What follows belongs to an exercise in optimizing a design on an open flow for small area, a short achievable clock period and few clock cycles per item; a production flow would make more cautious choices.
Only simulation tests tie the RTL to the original design; equivalence was not proved.

== job 2751 ==
## milestone1
module milestone1 (
    input  logic        CLOCK_50_I,
    input  logic        resetn,
    input  logic        M1_start,
    input  logic [15:0] SRAM_read_data,
    output logic [15:0] SRAM_write_data,
    output logic [17:0] SRAM_address,
    output logic        SRAM_we_n,
    output logic        M1_done
);
localparam logic [17:0] U_BASE   = 18'd38400;
localparam logic [17:0] V_BASE   = 18'd57600;
localparam logic [17:0] RGB_BASE = 18'd146944;
logic        run;          
logic        pro_n;        
logic        wr;           
logic [4:0]  ph;           
logic [15:0] k;            
logic [7:0]  jc;           
logic [17:0] wa;           
logic [7:0] us [0:5];
logic [7:0] vs [0:5];
logic [7:0] ubuf, vbuf;
wire u_in = !k[0];                  
always_ff @(posedge CLOCK_50_I) begin
    if (ph[1]) begin
        us[0] <= us[1]; us[1] <= us[2]; us[2] <= us[3]; us[3] <= us[4]; us[4] <= us[5];
        us[5] <= u_in ? SRAM_read_data[15:8] : ubuf;
        if (u_in) ubuf <= SRAM_read_data[7:0];
        vs[0] <= vs[1]; vs[1] <= vs[2]; vs[2] <= vs[3]; vs[3] <= vs[4]; vs[4] <= vs[5];
        vs[5] <= !u_in ? SRAM_read_data[15:8] : vbuf;
        if (!u_in) vbuf <= SRAM_read_data[7:0];
    end
end
logic use_v;                        
logic c_j0, c_j1, c_j157, c_j158, c_j159, c_n01, c_n89, c_n789;    
wire j0 = (jc == 8'd0), j1 = (jc == 8'd1), j157 = (jc == 8'd157);
wire j158 = (jc == 8'd158), j159 = (jc == 8'd159);
always_ff @(posedge CLOCK_50_I) begin
    use_v  <= ph[0];
    c_j0   <= j0;
    c_j1   <= j1;
    c_j157 <= j157;
    c_j158 <= j158;
    c_j159 <= j159;
    c_n01  <= !(j0 | j1);
    c_n89  <= !(j158 | j159);
    c_n789 <= !(j157 | j158 | j159);
end
wire [7:0] S0 = use_v ? vs[0] : us[0];
wire [7:0] S1 = use_v ? vs[1] : us[1];
wire [7:0] S2 = use_v ? vs[2] : us[2];
wire [7:0] S3 = use_v ? vs[3] : us[3];
wire [7:0] S4 = use_v ? vs[4] : us[4];
wire [7:0] S5 = use_v ? vs[5] : us[5];
function automatic [7:0] pick(input [3:0] sel, input [7:0] a, input [7:0] b,
                              input [7:0] c, input [7:0] d);
  ...
For scale: ~2500 cells after synthesis, about 400 flip-flops, roughly 23000 um^2 of cells after synthesis.
export LEC_CHECK = 0
export ABC_AREA = 1
export CAP_MARGIN = 20
export CORE_MARGIN = 2
export CORE_UTILIZATION = 40
export CTS_BUF_LIST = sky130_fd_sc_hd__clkbuf_16
export CTS_CLUSTER_DIAMETER = 80
export CTS_CLUSTER_SIZE = 24
export SETUP_SLACK_MARGIN = 5
export SLEW_MARGIN = 20
export SYNTH_HIERARCHICAL = 0
create_clock -name core_clock -period 10.5 [get_ports {CLOCK_50_I}]
standard.sh (not shown) runs the stock make flow with config.mk's settings and CLKGATE_MAP_FILE= SYNTH_SCRIPT=/design/flow/synth_recipe.tcl, a recipe that flattens the netlist after the stock synthesis.
==> flow/flow/run.sh <==
#!/bin/bash
set -euo pipefail
sed "s/SETUP_SLACK_MARGIN=5 /SETUP_SLACK_MARGIN=7.2 BUFFER_PORTS_ARGS='-buffer_cell sky130_fd_sc_hd__buf_1' /" standard.sh > standard_m.sh
grep -q 'SETUP_SLACK_MARGIN=7.2 ' standard_m.sh
bash standard_m.sh > standard_m.log 2>&1
Job 2751 went all the way through synthesis, placement and routing and the layout is clean on timing, DRC and antenna.
Testbench counts of job 2751, summed over its fixed seeds: cycles 1,152,162, pixels 460,800.
[inputs] job 2787 vs job 2751
# job 2751
export LEC_CHECK = 0
export ABC_AREA = 1
export CAP_MARGIN = 20
export CORE_MARGIN = 2
export CORE_UTILIZATION = 40
export CTS_BUF_LIST = sky130_fd_sc_hd__clkbuf_16
export CTS_CLUSTER_DIAMETER = 80
export CTS_CLUSTER_SIZE = 24
export SETUP_SLACK_MARGIN = 5
export SLEW_MARGIN = 20
export SYNTH_HIERARCHICAL = 0
create_clock -name core_clock -period 10.5 [get_ports {CLOCK_50_I}]
# job 2787
export LEC_CHECK = 0
export ABC_AREA = 1
export CAP_MARGIN = 20
export CORE_MARGIN = 2
export CORE_UTILIZATION = 40
export CTS_BUF_LIST = sky130_fd_sc_hd__clkbuf_16
export CTS_CLUSTER_DIAMETER = 80
export CTS_CLUSTER_SIZE = 24
export SETUP_SLACK_MARGIN = 5
export SLEW_MARGIN = 20
export SYNTH_HIERARCHICAL = 1
export SYNTH_MINIMUM_KEEP_SIZE = 0
create_clock -name core_clock -period 10.5 [get_ports {CLOCK_50_I}]
==> flow/flow/run.sh <==
#!/bin/bash
set -euo pipefail
sed "s/SETUP_SLACK_MARGIN=5 /SETUP_SLACK_MARGIN=7 BUFFER_PORTS_ARGS='-buffer_cell sky130_fd_sc_hd__buf_1' /" standard.sh > standard_m.sh
grep -q 'SETUP_SLACK_MARGIN=7 ' standard_m.sh
bash standard_m.sh > standard_m.log 2>&1
### Flow results
Of job 2751 and job 2787, the higher period utilization belongs to job 2787. Across job 2751 and job 2787, none had a timing, DRC or antenna violation. Of job 2751 and job 2787, the lower area after synthesis belongs to job 2751. Compared with job 2751, job 2787 shows a lower layout overhead on the synthesized area. Number of buffers added by the clock tree synthesis step: job 2787 > job 2751.
> inputs changed (job 2787 -> job 8316)
# job 2787
export LEC_CHECK = 0
export ABC_AREA = 1
export CAP_MARGIN = 20
export CORE_MARGIN = 2
export CORE_UTILIZATION = 40
export CTS_BUF_LIST = sky130_fd_sc_hd__clkbuf_16
export CTS_CLUSTER_DIAMETER = 80
export CTS_CLUSTER_SIZE = 24
export SETUP_SLACK_MARGIN = 5
export SLEW_MARGIN = 20
export SYNTH_HIERARCHICAL = 1
export SYNTH_MINIMUM_KEEP_SIZE = 0
create_clock -name core_clock -period 10.5 [get_ports {CLOCK_50_I}]
# job 8316
export LEC_CHECK = 0
export CAP_MARGIN = 20
export CORE_MARGIN = 2
export CORE_UTILIZATION = 40
export CTS_BUF_LIST = sky130_fd_sc_hd__clkbuf_16
export CTS_CLUSTER_DIAMETER = 80
export CTS_CLUSTER_SIZE = 24
export SETUP_SLACK_MARGIN = 5
export SLEW_MARGIN = 20
export SYNTH_HIERARCHICAL = 1
export SYNTH_MINIMUM_KEEP_SIZE = 0
create_clock -name core_clock -period 10.5 [get_ports {CLOCK_50_I}]
--- outcome ---
- No stage failed in job 8316, and the final checks on the layout all came back clean.
- Going from job 2787 to job 8316, aggregate global-route resource usage decreased by 1.4 points relative to the old numbers, final net count decreased 545.
- Compared job 8316 vs job 2787, and met1 routed wirelength after detailed routing is down in job 8316.
- For routed wirelength normalized by instance count, dividing the value from job 2787 by the value from job 8316 gives 0.905.
- Overall die height, job 8316 and job 2787: larger value in job 2787
- Between job 2787 and job 8316, the core utilization does not differ in any meaningful way.
Inputs modified between job 8316 and job 9797:
# job 8316
export LEC_CHECK = 0
export CAP_MARGIN = 20
export CORE_MARGIN = 2
export CORE_UTILIZATION = 40
export CTS_BUF_LIST = sky130_fd_sc_hd__clkbuf_16
export CTS_CLUSTER_DIAMETER = 80
export CTS_CLUSTER_SIZE = 24
export SETUP_SLACK_MARGIN = 5
export SLEW_MARGIN = 20
export SYNTH_HIERARCHICAL = 1
export SYNTH_MINIMUM_KEEP_SIZE = 0
create_clock -name core_clock -period 10.5 [get_ports {CLOCK_50_I}]
# job 9797
export LEC_CHECK = 0
export ABC_AREA = 1
export CAP_MARGIN = 20
export CORE_MARGIN = 2
export CORE_UTILIZATION = 40
export CTS_BUF_LIST = sky130_fd_sc_hd__clkbuf_16
export CTS_CLUSTER_DIAMETER = 80
export CTS_CLUSTER_SIZE = 24
export SETUP_SLACK_MARGIN = 5
export SLEW_MARGIN = 20
export SYNTH_HIERARCHICAL = 1
export SYNTH_MINIMUM_KEEP_SIZE = 0
create_clock -name core_clock -period 10.5 [get_ports {CLOCK_50_I}]
==> flow/flow/run.sh <==
#!/bin/bash
set -euo pipefail
sed "s/SETUP_SLACK_MARGIN=5 /SETUP_SLACK_MARGIN=7.2 BUFFER_PORTS_ARGS='-buffer_cell sky130_fd_sc_hd__buf_1' /" standard.sh > standard_m.sh
grep -q 'SETUP_SLACK_MARGIN=7.2 ' standard_m.sh
bash standard_m.sh > standard_m.log 2>&1
Results
- Job 9797 vs. job 8316: end-of-flow core utilization climbed 0.70 points; die area now sits higher.
- Lower final instance count without filler cells among job 8316 and job 9797: job 8316
- Compared to job 8316, the router laid down more metal wire for job 9797.
- Area growth from synthesis to layout was lower in job 8316 than in job 9797.
- Critical setup path kind: flip-flop to flip-flop -> job 8316, flip-flop to output port -> job 9797
- Compared with job 8316, job 9797 shows a synthesized cell count that is 534 higher.
- Compare job 8316 and job 9797 | number of global-route vias before repair higher: job 9797

[afterwards: timing with drivers on the ports]
In the flow no input, the clock included, has a driving cell. The finished layouts below were timed again as built, in two steps.
Step 1: set_driving_cell puts a clkbuf_16 on CLOCK_50_I and a buf_2 on each other input, an assumption about the parent block.
Step 2 also shifts input and output timing later by t, the mid clock arrival at the registers, as if the neighbouring blocks saw the same clock.
a / b / c = no drivers / after step 1 / after step 2; a / b = the first two.
run	shift t [ns]	slack for setup (ns)	worst setup path at the end	pins driven straight from the clock port
job 2751	0.641	7.154 / 7.099 / 6.885	input to register	1
job 2787	0.643	7.106 / 7.046 / 7.140	register to register	1
job 8316	0.656	6.981 / 6.981 / 6.788	input to register	1
job 9797	0.662	7.121 / 7.061 / 7.168	input to register	1
After both steps setup and hold are still met in every run listed. For job 2751, which loses most, drivers alone change the setup slack by -0.055 ns; drivers and shift together by -0.269 ns.
